What follows belongs to an exercise in optimizing a design on an open flow for small area; a production flow would make more cautious choices. The RTL was checked by simulation tests, not by an equivalence proof against the original design. Power and IR drop assume default switching activity. The clock port is modelled as an ideal driver; clocking choices that lean on that would not hold on a real chip.

==> job 5894: inputs <==
// pupil_pipeline
module pupil_pipeline #(
	parameter IMG_WIDTH = 320
	)
	(
	input        clk,
	input        rst_n,
	input        pix_valid,
	input  [7:0] pix_in,
	output       out_valid,
	output [7:0] out_pixel
	);
wire threshold_bit;
wire th_valid;
double_threshold #(
	.data_width (8),
	.line_width (2*IMG_WIDTH-3)
	)
	double_thresh_dut
	(
	.clock(clk),
	.rst_n(rst_n),
	.data_valid(pix_valid),
	.data_in(pix_in),
	.data_out_valid(th_valid),
	.data_out(threshold_bit)
	);
wire or_hi, or_lo;
wire logical_or_out_valid;
logic_OR #(
	.data_width (8),
	.clock_cycle(IMG_WIDTH-3)
	)
	OR_dut( .clock(clk),
	.rst_n(rst_n),
	.data_valid(th_valid),
	.data_in(threshold_bit),
	.out_hi(or_hi),
	.out_lo(or_lo),
	.data_out_valid(logical_or_out_valid)
	);
wire [1:0] closed;
morphology_operation #(
	.data_width (8),
	.clock_cycle(IMG_WIDTH-3)
	)
	morp_closing( .clock(clk),
	.rst_n(rst_n),
	.data_valid(logical_or_out_valid),
	.data_in({or_hi, or_lo}),
	.data_out(closed),
	.data_out_valid(out_valid)
	);
assign out_pixel = {{7{closed[1]}}, closed[0]};
endmodule
clock: 8.0 ns
lec_check: 0
cap_margin: 0
core_margin: 2
core_utilization: 80
cts_cluster_diameter: 100
cts_cluster_size: 32
place_density: 0.9
slew_margin: 0
run.sh (not shown) runs the stock make flow with config.mk's settings and CLKGATE_MAP_FILE= SYNTH_SCRIPT=/design/flow/synth_recipe.tcl, a recipe that flattens the netlist after the stock synthesis.
==> job 4670: changes against job 5894 <==
--- a/flow/design.v
+++ b/flow/design.v
@@ -26,55 +26,53 @@
 	)
 	(
 	input 		clk,
 	input 		rst_n,
 	input		data_in_valid,
 	input  [data_width-1:0] data_in,
 	output	  reg  data_out_valid,
-	output [9:1] V,
 	output reg [data_width-1:0] P1,
 	output reg [data_width-1:0] P2,
 	output reg [data_width-1:0] P3,
 	output reg [data_width-1:0] P4,
 	output reg [data_width-1:0] P5,
 	output reg [data_width-1:0] P6,
 	output reg [data_width-1:0] P7,
 	output reg [data_width-1:0] P8,
 	output reg [data_width-1:0] P9
    );
-	reg v8, v7, v6, v5, v4, v3, v2, v1;
+	reg v8, v7, v6, v5, v4, v3, v2;
 	reg n7, n4;    
 	wire v9 = data_out_valid;
 	wire lv1, lv2;
-	assign V = {v9, v8, v7, v6, v5, v4, v3, v2, v1};
 	wire [data_width-1:0] line1_out, line2_out;
 	always @(posedge clk)
 		if (!rst_n) begin
 			data_out_valid <= 1'b0;
 			v8 <= 1'b0; v7 <= 1'b0; v6 <= 1'b0; v5 <= 1'b0;
-			v4 <= 1'b0; v3 <= 1'b0; v2 <= 1'b0; v1 <= 1'b0;
+			v4 <= 1'b0; v3 <= 1'b0; v2 <= 1'b0;
 			n7 <= 1'b1; n4 <= 1'b1;
+			P9 <= 0; P8 <= 0; P7 <= 0; P6 <= 0; P5 <= 0;
+			P4 <= 0; P3 <= 0; P2 <= 0; P1 <= 0;
 		end else begin
 			data_out_valid <= data_in_valid;
 			v8 <= v9;  v7 <= v8;
 			v6 <= lv1; v5 <= v6; v4 <= v5;
-			v3 <= lv2; v2 <= v3; v1 <= v2;
+			v3 <= lv2; v2 <= v3;
 			n7 <= ~v8; n4 <= ~v5;
+			P9 <= data_in_valid ? data_in : {data_width{1'b0}};
+			P8 <= v9  ? P9 : {data_width{1'b0}};
+			P7 <= v8  ? P8 : {data_width{1'b0}};
+			P6 <= lv1 ? line1_out : {data_width{1'b0}};
+			P5 <= v6  ? P6 : {data_width{1'b0}};
+			P4 <= v5  ? P5 : {data_width{1'b0}};
+			P3 <= lv2 ? line2_out : {data_width{1'b0}};
+			P2 <= v3  ? P3 : {data_width{1'b0}};
+			P1 <= v2  ? P2 : {data_width{1'b0}};
 		end
-	always @(posedge clk) begin
-		P9 <= data_in;
-		P8 <= P9;
-		P7 <= P8;
-		P6 <= line1_out;
-		P5 <= P6;
-		P4 <= P5;
-		P3 <= line2_out;
-		P2 <= P3;
-		P1 <= P2;
-	end
 	line_buffer #(.clock_cycles(clock_cycle), .data_width(data_width)) buffer_1 (
 		.data_in(P7), .clock_enable(v7), .clock_enable_n(n7), .clock(clk),
 		.data_out(line1_out), .line_valid(lv1));
 	line_buffer #(.clock_cycles(clock_cycle), .data_width(data_width)) buffer_2 (
 		.data_in(P4), .clock_enable(v4), .clock_enable_n(n4), .clock(clk),
 		.data_out(line2_out), .line_valid(lv2));
 endmodule
@@ -131,23 +129,22 @@
 			v8 <= 1'b0; v7 <= 1'b0; v6 <= 1'b0; v5 <= 1'b0;
 			n7 <= 1'b1;
 		end else begin
 			data_out_valid <= ex_valid;
 			v8 <= v9; v7 <= v8; n7 <= ~v8;
 			v6 <= lv1; v5 <= v6;
 		end
-	reg [4:0] T_q;    
+	reg [7:0] T_in;
 	reg [4:0] H_T;
-	wire [4:0] pix_q = data_in / 8'd10;
 	always @(posedge clock)
 		if (!rst_n)
-			T_q <= 5'd0;
+			T_in <= 8'd0;
 		else if (data_valid) begin
-			T_q <= (pix_q > T_q) ? pix_q : T_q;
-			H_T <= T_q;
+			T_in <= (data_in > T_in) ? data_in : T_in;
+			H_T <= T_in / 8'd10;
 		end
 	wire hit = q5 > H_T;
 	always @(posedge clock)
 		if (!rst_n)
 			data_out <= 1'b0;
 		else if (data_out_valid)
 			data_out <= v5 & hit;
@@ -169,22 +166,20 @@
 		end else begin
 			dly0 <= data_valid;
 			dly1 <= dly0;
 			dly_data <= data_in;
 		end
 	wire P1, P2, P3, P4, P5, P6, P7, P8, P9;
 	wire window_valid;
-	wire [9:1] V;
 	assign data_out_valid = window_valid;
 	sliding_window #(.data_width(1), .clock_cycle(clock_cycle)) image_window_nms (
 		.clk(clock), .rst_n(rst_n), .data_in_valid(ex_valid), .data_in(dly_data),
-		.data_out_valid(window_valid), .V(V),
+		.data_out_valid(window_valid),
 		.P1(P1), .P2(P2), .P3(P3), .P4(P4), .P5(P5), .P6(P6), .P7(P7), .P8(P8), .P9(P9));
-	wire any = (V[1] & P1) | (V[2] & P2) | (V[3] & P3) | (V[4] & P4) | (V[5] & P5) |
-	           (V[6] & P6) | (V[7] & P7) | (V[8] & P8) | (V[9] & P9);
+	wire any = P1 | P2 | P3 | P4 | P5 | P6 | P7 | P8 | P9;
 	always @(posedge clock)
 		if (!rst_n) begin
 			out_hi <= 1'b0;
 			out_lo <= 1'b1;
 		end else if (window_valid) begin
 			out_hi <= any;
 			out_lo <= any;
@@ -207,27 +202,24 @@
 		end else begin
 			dly0 <= data_valid;
 			dly1 <= dly0;
 			dly_data <= data_in;
 		end
 	wire [1:0] P1, P2, P3, P4, P5, P6, P7, P8, P9;
 	wire window_valid;
-	wire [9:1] V;
 	assign data_out_valid = window_valid;
 	sliding_window #(.data_width(2), .clock_cycle(clock_cycle)) image_window_nms (
 		.clk(clock), .rst_n(rst_n), .data_in_valid(ex_valid), .data_in(dly_data),
-		.data_out_valid(window_valid), .V(V),
+		.data_out_valid(window_valid),
 		.P1(P1), .P2(P2), .P3(P3), .P4(P4), .P5(P5), .P6(P6), .P7(P7), .P8(P8), .P9(P9));
 	always @(posedge clock)
 		if (!rst_n)
 			data_out <= 2'b01;
 		else if (window_valid)
-			data_out <= ({2{V[1]}} & P1) | ({2{V[2]}} & P2) | ({2{V[3]}} & P3) |
-			            ({2{V[4]}} & P4) | ({2{V[5]}} & P5) | ({2{V[6]}} & P6) |
-			            ({2{V[7]}} & P7) | ({2{V[8]}} & P8) | ({2{V[9]}} & P9);
+			data_out <= P1 | P2 | P3 | P4 | P5 | P6 | P7 | P8 | P9;
 endmodule
 module erosion #(
 	                 parameter data_width= 8,
 	                 parameter clock_cycle = 317
 	              )
 	            ( input clock, input rst_n, input data_valid, input [1:0] data_in,
 	              output reg [1:0] data_out, output data_out_valid );
@@ -242,25 +234,24 @@
 		end else begin
 			dly0 <= data_valid;
 			dly1 <= dly0;
 			dly_data <= data_in;
 		end
 	wire [1:0] P1, P2, P3, P4, P5, P6, P7, P8, P9;
 	wire window_valid;
-	wire [9:1] V;
 	assign data_out_valid = window_valid;
 	sliding_window #(.data_width(2), .clock_cycle(clock_cycle)) image_window_nms (
 		.clk(clock), .rst_n(rst_n), .data_in_valid(ex_valid), .data_in(dly_data),
-		.data_out_valid(window_valid), .V(V),
+		.data_out_valid(window_valid),
 		.P1(P1), .P2(P2), .P3(P3), .P4(P4), .P5(P5), .P6(P6), .P7(P7), .P8(P8), .P9(P9));
 	always @(posedge clock)
 		if (!rst_n)
 			data_out <= 2'b01;
 		else if (window_valid)
-			data_out <= {2{&V}} & P1 & P2 & P3 & P4 & P5 & P6 & P7 & P8 & P9;
+			data_out <= P1 & P2 & P3 & P4 & P5 & P6 & P7 & P8 & P9;
 endmodule
 module morphology_operation #(
                   parameter clock_cycle = 317,
 					parameter data_width = 8
              )(
 									  input clock,
 									  input rst_n, input data_valid,
==> flow/config.mk (replaced) <==
export PLATFORM = sky130hd
export DESIGN_NAME = pupil_pipeline
export DESIGN_NICKNAME = pupil_pipeline
export VERILOG_FILES = /design/flow/design.v
export SDC_FILE = /design/flow/constraint.sdc
export NUM_CORES = 4
export LEC_CHECK = 0
export CAP_MARGIN = 20
export CORE_MARGIN = 2
export CORE_UTILIZATION = 45
export CTS_CLUSTER_DIAMETER = 100
export CTS_CLUSTER_SIZE = 30
export PLACE_DENSITY = 0.6
export SLEW_MARGIN = 20
==> job 6163: changes against job 5894 <==
--- a/flow/design.v
+++ b/flow/design.v
@@ -26,55 +26,53 @@
 	)
 	(
 	input 		clk,
 	input 		rst_n,
 	input		data_in_valid,
 	input  [data_width-1:0] data_in,
 	output	  reg  data_out_valid,
-	output [9:1] V,
 	output reg [data_width-1:0] P1,
 	output reg [data_width-1:0] P2,
 	output reg [data_width-1:0] P3,
 	output reg [data_width-1:0] P4,
 	output reg [data_width-1:0] P5,
 	output reg [data_width-1:0] P6,
 	output reg [data_width-1:0] P7,
 	output reg [data_width-1:0] P8,
 	output reg [data_width-1:0] P9
    );
-	reg v8, v7, v6, v5, v4, v3, v2, v1;
+	reg v8, v7, v6, v5, v4, v3, v2;
 	reg n7, n4;    
 	wire v9 = data_out_valid;
 	wire lv1, lv2;
-	assign V = {v9, v8, v7, v6, v5, v4, v3, v2, v1};
 	wire [data_width-1:0] line1_out, line2_out;
 	always @(posedge clk)
 		if (!rst_n) begin
 			data_out_valid <= 1'b0;
 			v8 <= 1'b0; v7 <= 1'b0; v6 <= 1'b0; v5 <= 1'b0;
-			v4 <= 1'b0; v3 <= 1'b0; v2 <= 1'b0; v1 <= 1'b0;
+			v4 <= 1'b0; v3 <= 1'b0; v2 <= 1'b0;
 			n7 <= 1'b1; n4 <= 1'b1;
+			P9 <= 0; P8 <= 0; P7 <= 0; P6 <= 0; P5 <= 0;
+			P4 <= 0; P3 <= 0; P2 <= 0; P1 <= 0;
 		end else begin
 			data_out_valid <= data_in_valid;
 			v8 <= v9;  v7 <= v8;
 			v6 <= lv1; v5 <= v6; v4 <= v5;
-			v3 <= lv2; v2 <= v3; v1 <= v2;
+			v3 <= lv2; v2 <= v3;
 			n7 <= ~v8; n4 <= ~v5;
+			P9 <= data_in_valid ? data_in : {data_width{1'b0}};
+			P8 <= v9  ? P9 : {data_width{1'b0}};
+			P7 <= v8  ? P8 : {data_width{1'b0}};
+			P6 <= lv1 ? line1_out : {data_width{1'b0}};
+			P5 <= v6  ? P6 : {data_width{1'b0}};
+			P4 <= v5  ? P5 : {data_width{1'b0}};
+			P3 <= lv2 ? line2_out : {data_width{1'b0}};
+			P2 <= v3  ? P3 : {data_width{1'b0}};
+			P1 <= v2  ? P2 : {data_width{1'b0}};
 		end
-	always @(posedge clk) begin
-		P9 <= data_in;
-		P8 <= P9;
-		P7 <= P8;
-		P6 <= line1_out;
-		P5 <= P6;
-		P4 <= P5;
-		P3 <= line2_out;
-		P2 <= P3;
-		P1 <= P2;
-	end
 	line_buffer #(.clock_cycles(clock_cycle), .data_width(data_width)) buffer_1 (
 		.data_in(P7), .clock_enable(v7), .clock_enable_n(n7), .clock(clk),
 		.data_out(line1_out), .line_valid(lv1));
 	line_buffer #(.clock_cycles(clock_cycle), .data_width(data_width)) buffer_2 (
 		.data_in(P4), .clock_enable(v4), .clock_enable_n(n4), .clock(clk),
 		.data_out(line2_out), .line_valid(lv2));
 endmodule
@@ -131,23 +129,22 @@
 			v8 <= 1'b0; v7 <= 1'b0; v6 <= 1'b0; v5 <= 1'b0;
 			n7 <= 1'b1;
 		end else begin
 			data_out_valid <= ex_valid;
 			v8 <= v9; v7 <= v8; n7 <= ~v8;
 			v6 <= lv1; v5 <= v6;
 		end
-	reg [4:0] T_q;    
+	reg [7:0] T_in;
 	reg [4:0] H_T;
-	wire [4:0] pix_q = data_in / 8'd10;
 	always @(posedge clock)
 		if (!rst_n)
-			T_q <= 5'd0;
+			T_in <= 8'd0;
 		else if (data_valid) begin
-			T_q <= (pix_q > T_q) ? pix_q : T_q;
-			H_T <= T_q;
+			T_in <= (data_in > T_in) ? data_in : T_in;
+			H_T <= T_in / 8'd10;
 		end
 	wire hit = q5 > H_T;
 	always @(posedge clock)
 		if (!rst_n)
 			data_out <= 1'b0;
 		else if (data_out_valid)
 			data_out <= v5 & hit;
@@ -169,22 +166,20 @@
 		end else begin
 			dly0 <= data_valid;
 			dly1 <= dly0;
 			dly_data <= data_in;
 		end
 	wire P1, P2, P3, P4, P5, P6, P7, P8, P9;
 	wire window_valid;
-	wire [9:1] V;
 	assign data_out_valid = window_valid;
 	sliding_window #(.data_width(1), .clock_cycle(clock_cycle)) image_window_nms (
 		.clk(clock), .rst_n(rst_n), .data_in_valid(ex_valid), .data_in(dly_data),
-		.data_out_valid(window_valid), .V(V),
+		.data_out_valid(window_valid),
 		.P1(P1), .P2(P2), .P3(P3), .P4(P4), .P5(P5), .P6(P6), .P7(P7), .P8(P8), .P9(P9));
-	wire any = (V[1] & P1) | (V[2] & P2) | (V[3] & P3) | (V[4] & P4) | (V[5] & P5) |
-	           (V[6] & P6) | (V[7] & P7) | (V[8] & P8) | (V[9] & P9);
+	wire any = P1 | P2 | P3 | P4 | P5 | P6 | P7 | P8 | P9;
 	always @(posedge clock)
 		if (!rst_n) begin
 			out_hi <= 1'b0;
 			out_lo <= 1'b1;
 		end else if (window_valid) begin
 			out_hi <= any;
 			out_lo <= any;
@@ -207,27 +202,24 @@
 		end else begin
 			dly0 <= data_valid;
 			dly1 <= dly0;
 			dly_data <= data_in;
 		end
 	wire [1:0] P1, P2, P3, P4, P5, P6, P7, P8, P9;
 	wire window_valid;
-	wire [9:1] V;
 	assign data_out_valid = window_valid;
 	sliding_window #(.data_width(2), .clock_cycle(clock_cycle)) image_window_nms (
 		.clk(clock), .rst_n(rst_n), .data_in_valid(ex_valid), .data_in(dly_data),
-		.data_out_valid(window_valid), .V(V),
+		.data_out_valid(window_valid),
 		.P1(P1), .P2(P2), .P3(P3), .P4(P4), .P5(P5), .P6(P6), .P7(P7), .P8(P8), .P9(P9));
 	always @(posedge clock)
 		if (!rst_n)
 			data_out <= 2'b01;
 		else if (window_valid)
-			data_out <= ({2{V[1]}} & P1) | ({2{V[2]}} & P2) | ({2{V[3]}} & P3) |
-			            ({2{V[4]}} & P4) | ({2{V[5]}} & P5) | ({2{V[6]}} & P6) |
-			            ({2{V[7]}} & P7) | ({2{V[8]}} & P8) | ({2{V[9]}} & P9);
+			data_out <= P1 | P2 | P3 | P4 | P5 | P6 | P7 | P8 | P9;
 endmodule
 module erosion #(
 	                 parameter data_width= 8,
 	                 parameter clock_cycle = 317
 	              )
 	            ( input clock, input rst_n, input data_valid, input [1:0] data_in,
 	              output reg [1:0] data_out, output data_out_valid );
@@ -242,25 +234,24 @@
 		end else begin
 			dly0 <= data_valid;
 			dly1 <= dly0;
 			dly_data <= data_in;
 		end
 	wire [1:0] P1, P2, P3, P4, P5, P6, P7, P8, P9;
 	wire window_valid;
-	wire [9:1] V;
 	assign data_out_valid = window_valid;
 	sliding_window #(.data_width(2), .clock_cycle(clock_cycle)) image_window_nms (
 		.clk(clock), .rst_n(rst_n), .data_in_valid(ex_valid), .data_in(dly_data),
-		.data_out_valid(window_valid), .V(V),
+		.data_out_valid(window_valid),
 		.P1(P1), .P2(P2), .P3(P3), .P4(P4), .P5(P5), .P6(P6), .P7(P7), .P8(P8), .P9(P9));
 	always @(posedge clock)
 		if (!rst_n)
 			data_out <= 2'b01;
 		else if (window_valid)
-			data_out <= {2{&V}} & P1 & P2 & P3 & P4 & P5 & P6 & P7 & P8 & P9;
+			data_out <= P1 & P2 & P3 & P4 & P5 & P6 & P7 & P8 & P9;
 endmodule
 module morphology_operation #(
                   parameter clock_cycle = 317,
 					parameter data_width = 8
              )(
 									  input clock,
 									  input rst_n, input data_valid,
==> flow/config.mk (replaced) <==
export PLATFORM = sky130hd
export DESIGN_NAME = pupil_pipeline
export DESIGN_NICKNAME = pupil_pipeline
export VERILOG_FILES = /design/flow/design.v
export SDC_FILE = /design/flow/constraint.sdc
export NUM_CORES = 4
export LEC_CHECK = 0
export CAP_MARGIN = 5
export CORE_MARGIN = 2
export CORE_UTILIZATION = 70
export CTS_CLUSTER_DIAMETER = 100
export CTS_CLUSTER_SIZE = 33
export PLACE_DENSITY = 0.8
export SLEW_MARGIN = 5
==> job 438: changes against job 5894 <==
--- a/flow/design.v
+++ b/flow/design.v
@@ -2,84 +2,77 @@
 	(
 	parameter clock_cycles = 317,
 	parameter data_width = 8
 	)
 	(
 	input [data_width-1:0] 	data_in,
 	input 			clock_enable,
-	input 			clock_enable_n,
 	input 			clock,
 	output [data_width-1:0] data_out,
 	output reg line_valid
 	);
-   localparam W = clock_cycles*data_width;
-   reg  [W-1:0] shift_reg;
-   wire [W-1:0] shift_in = {shift_reg[W-data_width-1:0], data_in};
+   reg [clock_cycles*data_width-1:0] shift_reg;
    always @(posedge clock)
-      shift_reg <= ({W{clock_enable}} & shift_in) | ({W{clock_enable_n}} & shift_reg);
-   assign data_out = shift_reg[W-1 -: data_width];
+      if (clock_enable)
+         shift_reg <= {shift_reg[(clock_cycles-1)*data_width-1:0], data_in};
+   assign data_out = shift_reg[clock_cycles*data_width-1 -: data_width];
    always @(posedge clock)
       line_valid <= clock_enable;
 endmodule
 module sliding_window #(
 	parameter data_width= 8,
 	parameter clock_cycle = 317
 	)
 	(
 	input 		clk,
 	input 		rst_n,
 	input		data_in_valid,
 	input  [data_width-1:0] data_in,
 	output	  reg  data_out_valid,
-	output [9:1] V,
 	output reg [data_width-1:0] P1,
 	output reg [data_width-1:0] P2,
 	output reg [data_width-1:0] P3,
 	output reg [data_width-1:0] P4,
 	output reg [data_width-1:0] P5,
 	output reg [data_width-1:0] P6,
 	output reg [data_width-1:0] P7,
 	output reg [data_width-1:0] P8,
 	output reg [data_width-1:0] P9
    );
-	reg v8, v7, v6, v5, v4, v3, v2, v1;
-	reg n7, n4;    
+	reg v8, v7, v6, v5, v4, v3, v2;
 	wire v9 = data_out_valid;
 	wire lv1, lv2;
-	assign V = {v9, v8, v7, v6, v5, v4, v3, v2, v1};
 	wire [data_width-1:0] line1_out, line2_out;
 	always @(posedge clk)
 		if (!rst_n) begin
 			data_out_valid <= 1'b0;
 			v8 <= 1'b0; v7 <= 1'b0; v6 <= 1'b0; v5 <= 1'b0;
-			v4 <= 1'b0; v3 <= 1'b0; v2 <= 1'b0; v1 <= 1'b0;
-			n7 <= 1'b1; n4 <= 1'b1;
+			v4 <= 1'b0; v3 <= 1'b0; v2 <= 1'b0;
+			P9 <= 0; P8 <= 0; P7 <= 0; P6 <= 0; P5 <= 0;
+			P4 <= 0; P3 <= 0; P2 <= 0; P1 <= 0;
 		end else begin
 			data_out_valid <= data_in_valid;
 			v8 <= v9;  v7 <= v8;
 			v6 <= lv1; v5 <= v6; v4 <= v5;
-			v3 <= lv2; v2 <= v3; v1 <= v2;
-			n7 <= ~v8; n4 <= ~v5;
+			v3 <= lv2; v2 <= v3;
+			P9 <= data_in_valid ? data_in : {data_width{1'b0}};
+			P8 <= v9  ? P9 : {data_width{1'b0}};
+			P7 <= v8  ? P8 : {data_width{1'b0}};
+			P6 <= lv1 ? line1_out : {data_width{1'b0}};
+			P5 <= v6  ? P6 : {data_width{1'b0}};
+			P4 <= v5  ? P5 : {data_width{1'b0}};
+			P3 <= lv2 ? line2_out : {data_width{1'b0}};
+			P2 <= v3  ? P3 : {data_width{1'b0}};
+			P1 <= v2  ? P2 : {data_width{1'b0}};
 		end
-	always @(posedge clk) begin
-		P9 <= data_in;
-		P8 <= P9;
-		P7 <= P8;
-		P6 <= line1_out;
-		P5 <= P6;
-		P4 <= P5;
-		P3 <= line2_out;
-		P2 <= P3;
-		P1 <= P2;
-	end
 	line_buffer #(.clock_cycles(clock_cycle), .data_width(data_width)) buffer_1 (
-		.data_in(P7), .clock_enable(v7), .clock_enable_n(n7), .clock(clk),
+		.data_in(P7), .clock_enable(v7), .clock(clk),
 		.data_out(line1_out), .line_valid(lv1));
 	line_buffer #(.clock_cycles(clock_cycle), .data_width(data_width)) buffer_2 (
-		.data_in(P4), .clock_enable(v4), .clock_enable_n(n4), .clock(clk),
+		.data_in(P4), .clock_enable(v4), .clock(clk),
 		.data_out(line2_out), .line_valid(lv2));
 endmodule
 module double_threshold#(
 	parameter data_width = 8,
 	parameter line_width = 637
 	)
 	(
@@ -104,50 +97,47 @@
 		end else begin
 			dly0 <= data_valid;
 			dly1 <= dly0;
 			dly_data <= pix_code(data_in);
 		end
 	reg [4:0] q9, q8, q7;
 	reg v8, v7, v6, v5;
-	reg n7;    
 	wire v9 = data_out_valid;
 	always @(posedge clock) begin
 		q9 <= dly_data;
 		q8 <= q9;
 		q7 <= q8;
 	end
 	wire [4:0] line1_out;
 	wire lv1;
 	line_buffer #(.clock_cycles(line_width), .data_width(5)) buffer_1 (
-		.data_in(q7), .clock_enable(v7), .clock_enable_n(n7), .clock(clock),
+		.data_in(q7), .clock_enable(v7), .clock(clock),
 		.data_out(line1_out), .line_valid(lv1));
 	reg [4:0] q6, q5;
 	always @(posedge clock) begin
 		q6 <= line1_out;
 		q5 <= q6;
 	end
 	always @(posedge clock)
 		if (!rst_n) begin
 			data_out_valid <= 1'b0;
 			v8 <= 1'b0; v7 <= 1'b0; v6 <= 1'b0; v5 <= 1'b0;
-			n7 <= 1'b1;
 		end else begin
 			data_out_valid <= ex_valid;
-			v8 <= v9; v7 <= v8; n7 <= ~v8;
+			v8 <= v9; v7 <= v8;
 			v6 <= lv1; v5 <= v6;
 		end
-	reg [4:0] T_q;    
+	reg [7:0] T_in;
 	reg [4:0] H_T;
-	wire [4:0] pix_q = data_in / 8'd10;
 	always @(posedge clock)
 		if (!rst_n)
-			T_q <= 5'd0;
+			T_in <= 8'd0;
 		else if (data_valid) begin
-			T_q <= (pix_q > T_q) ? pix_q : T_q;
-			H_T <= T_q;
+			T_in <= (data_in > T_in) ? data_in : T_in;
+			H_T <= T_in / 8'd10;
 		end
 	wire hit = q5 > H_T;
 	always @(posedge clock)
 		if (!rst_n)
 			data_out <= 1'b0;
 		else if (data_out_valid)
 			data_out <= v5 & hit;
@@ -169,22 +159,20 @@
 		end else begin
 			dly0 <= data_valid;
 			dly1 <= dly0;
 			dly_data <= data_in;
 		end
 	wire P1, P2, P3, P4, P5, P6, P7, P8, P9;
 	wire window_valid;
-	wire [9:1] V;
 	assign data_out_valid = window_valid;
 	sliding_window #(.data_width(1), .clock_cycle(clock_cycle)) image_window_nms (
 		.clk(clock), .rst_n(rst_n), .data_in_valid(ex_valid), .data_in(dly_data),
-		.data_out_valid(window_valid), .V(V),
+		.data_out_valid(window_valid),
 		.P1(P1), .P2(P2), .P3(P3), .P4(P4), .P5(P5), .P6(P6), .P7(P7), .P8(P8), .P9(P9));
-	wire any = (V[1] & P1) | (V[2] & P2) | (V[3] & P3) | (V[4] & P4) | (V[5] & P5) |
-	           (V[6] & P6) | (V[7] & P7) | (V[8] & P8) | (V[9] & P9);
+	wire any = P1 | P2 | P3 | P4 | P5 | P6 | P7 | P8 | P9;
 	always @(posedge clock)
 		if (!rst_n) begin
 			out_hi <= 1'b0;
 			out_lo <= 1'b1;
 		end else if (window_valid) begin
 			out_hi <= any;
 			out_lo <= any;
@@ -207,27 +195,24 @@
 		end else begin
 			dly0 <= data_valid;
 			dly1 <= dly0;
 			dly_data <= data_in;
 		end
 	wire [1:0] P1, P2, P3, P4, P5, P6, P7, P8, P9;
 	wire window_valid;
-	wire [9:1] V;
 	assign data_out_valid = window_valid;
 	sliding_window #(.data_width(2), .clock_cycle(clock_cycle)) image_window_nms (
 		.clk(clock), .rst_n(rst_n), .data_in_valid(ex_valid), .data_in(dly_data),
-		.data_out_valid(window_valid), .V(V),
+		.data_out_valid(window_valid),
 		.P1(P1), .P2(P2), .P3(P3), .P4(P4), .P5(P5), .P6(P6), .P7(P7), .P8(P8), .P9(P9));
 	always @(posedge clock)
 		if (!rst_n)
 			data_out <= 2'b01;
 		else if (window_valid)
-			data_out <= ({2{V[1]}} & P1) | ({2{V[2]}} & P2) | ({2{V[3]}} & P3) |
-			            ({2{V[4]}} & P4) | ({2{V[5]}} & P5) | ({2{V[6]}} & P6) |
-			            ({2{V[7]}} & P7) | ({2{V[8]}} & P8) | ({2{V[9]}} & P9);
+			data_out <= P1 | P2 | P3 | P4 | P5 | P6 | P7 | P8 | P9;
 endmodule
 module erosion #(
 	                 parameter data_width= 8,
 	                 parameter clock_cycle = 317
 	              )
 	            ( input clock, input rst_n, input data_valid, input [1:0] data_in,
 	              output reg [1:0] data_out, output data_out_valid );
@@ -242,25 +227,24 @@
 		end else begin
 			dly0 <= data_valid;
 			dly1 <= dly0;
 			dly_data <= data_in;
 		end
 	wire [1:0] P1, P2, P3, P4, P5, P6, P7, P8, P9;
 	wire window_valid;
-	wire [9:1] V;
 	assign data_out_valid = window_valid;
 	sliding_window #(.data_width(2), .clock_cycle(clock_cycle)) image_window_nms (
 		.clk(clock), .rst_n(rst_n), .data_in_valid(ex_valid), .data_in(dly_data),
-		.data_out_valid(window_valid), .V(V),
+		.data_out_valid(window_valid),
 		.P1(P1), .P2(P2), .P3(P3), .P4(P4), .P5(P5), .P6(P6), .P7(P7), .P8(P8), .P9(P9));
 	always @(posedge clock)
 		if (!rst_n)
 			data_out <= 2'b01;
 		else if (window_valid)
-			data_out <= {2{&V}} & P1 & P2 & P3 & P4 & P5 & P6 & P7 & P8 & P9;
+			data_out <= P1 & P2 & P3 & P4 & P5 & P6 & P7 & P8 & P9;
 endmodule
 module morphology_operation #(
                   parameter clock_cycle = 317,
 					parameter data_width = 8
              )(
 									  input clock,
 									  input rst_n, input data_valid,
==> flow/config.mk (replaced) <==
export PLATFORM = sky130hd
export DESIGN_NAME = pupil_pipeline
export DESIGN_NICKNAME = pupil_pipeline
export VERILOG_FILES = /design/flow/design.v
export SDC_FILE = /design/flow/constraint.sdc
export NUM_CORES = 4
export LEC_CHECK = 0
export CAP_MARGIN = 20
export CORE_MARGIN = 2
export CORE_UTILIZATION = 45
export PLACE_DENSITY = 0.6
export SLEW_MARGIN = 20
==> impl_metrics.yaml <==
final_layout:
  num-nonclk-buffers: 97
  drive_gt1_frac: 0.0251
  register_area_um2: 130000
run_status:
  status: "no timing/DRC/antenna violations"
setup_path:
  cpLargestDelayFamily: "compound AO/OA/AOI/OAI gates"
floorplanning:
  die_area_um2: 245000
  die_w_um: 495
routing:
  dr.pass1.iters: 5
  wl_met3_um: 6770
grt:
  grt_use_met3: 0.0238
yosys:
  yosysSeqAreaShare: 0.676
  synthMuxAreaShare: 0
  synth.distinct_cells: 51
  syn_inst: 14500
pwr:
  swShare: 0.197
place:
  place_area_um2: 192000
worst_hold_path:
  min_from: "double_thresh_dut.dly_data[1]$_SDFF_PN0_"
timing:
  slew_headroom: 0.0767
The numbers above come from job 5894.

==> impl_metrics.yaml <==
worst_hold_path:
  min_from: "double_thresh_dut.q9[1]$_DFF_P_"
yosys:
  synth.distinct_cells: 42
  synthMuxAreaShare: 0.000410
  yosysSeqAreaShare: 0.992
  syn_inst: 6734
grt:
  grt_use_met3: 0.0215
routing:
  wl_met3_um: 9450
run_status:
  status: "no timing/DRC/antenna violations"
final_layout:
  drive_gt1_frac: 0.117
  num-nonclk-buffers: 75
setup_path:
  cpLargestDelayFamily: "buffers and inverters"
place:
  place_area_um2: 203000
The numbers above come from job 438.

==> impl_metrics.yaml <==
yosys:
  syn_inst: 14600
  synth.distinct_cells: 49
  ys.warnings.count: 9
  synthMuxAreaShare: 0
floorplanning:
  die_area_um2: 280000
  die_w_um: 529
routing:
  drtAntennaViolNets: 0
  dr.pass1.iters: 5
  wl_met3_um: 6330
run_status:
  status: "no timing/DRC/antenna violations"
place:
  place_area_um2: 193000
final_layout:
  register_area_um2: 130000
  drive_gt1_frac: 0.0247
  num-nonclk-buffers: 98
setup_path:
  cpLargestDelayFamily: "buffers and inverters"
pwr:
  swShare: 0.197
timing:
  slew_headroom: 0.118
grt:
  grt_use_met3: 0.0213
The numbers above come from job 6163.

==> impl_metrics.yaml <==
run_status:
  status: "no timing/DRC/antenna violations"
yosys:
  synthMuxAreaShare: 0
  syn_inst: 14600
  synth.distinct_cells: 49
place:
  place_area_um2: 196000
worst_hold_path:
  min_from: "double_thresh_dut.q9[3]$_DFF_P_"
  holdPathEnd: "double_thresh_dut.q8[3]$_DFF_P_"
floorplanning:
  die_area_um2: 434000
  die_w_um: 659
routing:
  wl_met3_um: 7400
  dr.pass1.iters: 5
final_layout:
  num-nonclk-buffers: 112
  register_area_um2: 130000
  drive_gt1_frac: 0.0281
pwr:
  switchingPower_mw: 9.72
  swShare: 0.203
setup_path:
  cpLargestDelayFamily: "buffers and inverters"
timing:
  slew_headroom: 0.244
grt:
  grt_use_met3: 0.0161
The numbers above come from job 4670.

static timing again, ports no longer ideal:
How much do the figures lean on ideal ports? The routed layouts below were timed once more, with nothing changed but the port constraints. Step 1 sets driving cells, clkbuf_16 on the clock port and buf_2 on the other inputs (assumed; they add their load-dependent delay and slew). Step 2, shift: input delay + t, output delay - t, t = (earliest + latest rising clock arrival at the registers) / 2. This alone moves slack from input paths to output paths. Slacks: no drivers / after step 1 / after step 2; pairs: no drivers / after step 1.
| run | t (ns) | setup WS [ns] | slew at the worst register clock pin (ns) | cell pins on the clock port's net |
|---|---|---|---|---|
| job 5894 | 0.974 | 3.540 / 3.612 / 2.638 | 0.12 / 0.12 | 1 |
| job 4670 | 1.064 | 4.253 / 4.151 / 3.794 | 0.11 / 0.11 | 1 |
| job 6163 | 1.006 | 4.408 / 4.316 / 4.098 | 0.12 / 0.12 | 1 |
| job 438 | 1.094 | 4.290 / 4.187 / 3.980 | 0.07 / 0.07 | 1 |
After both steps every run listed still meets setup and hold. For job 5894, which loses most, drivers alone change the setup slack by +0.072 ns; drivers and shift together by -0.902 ns.
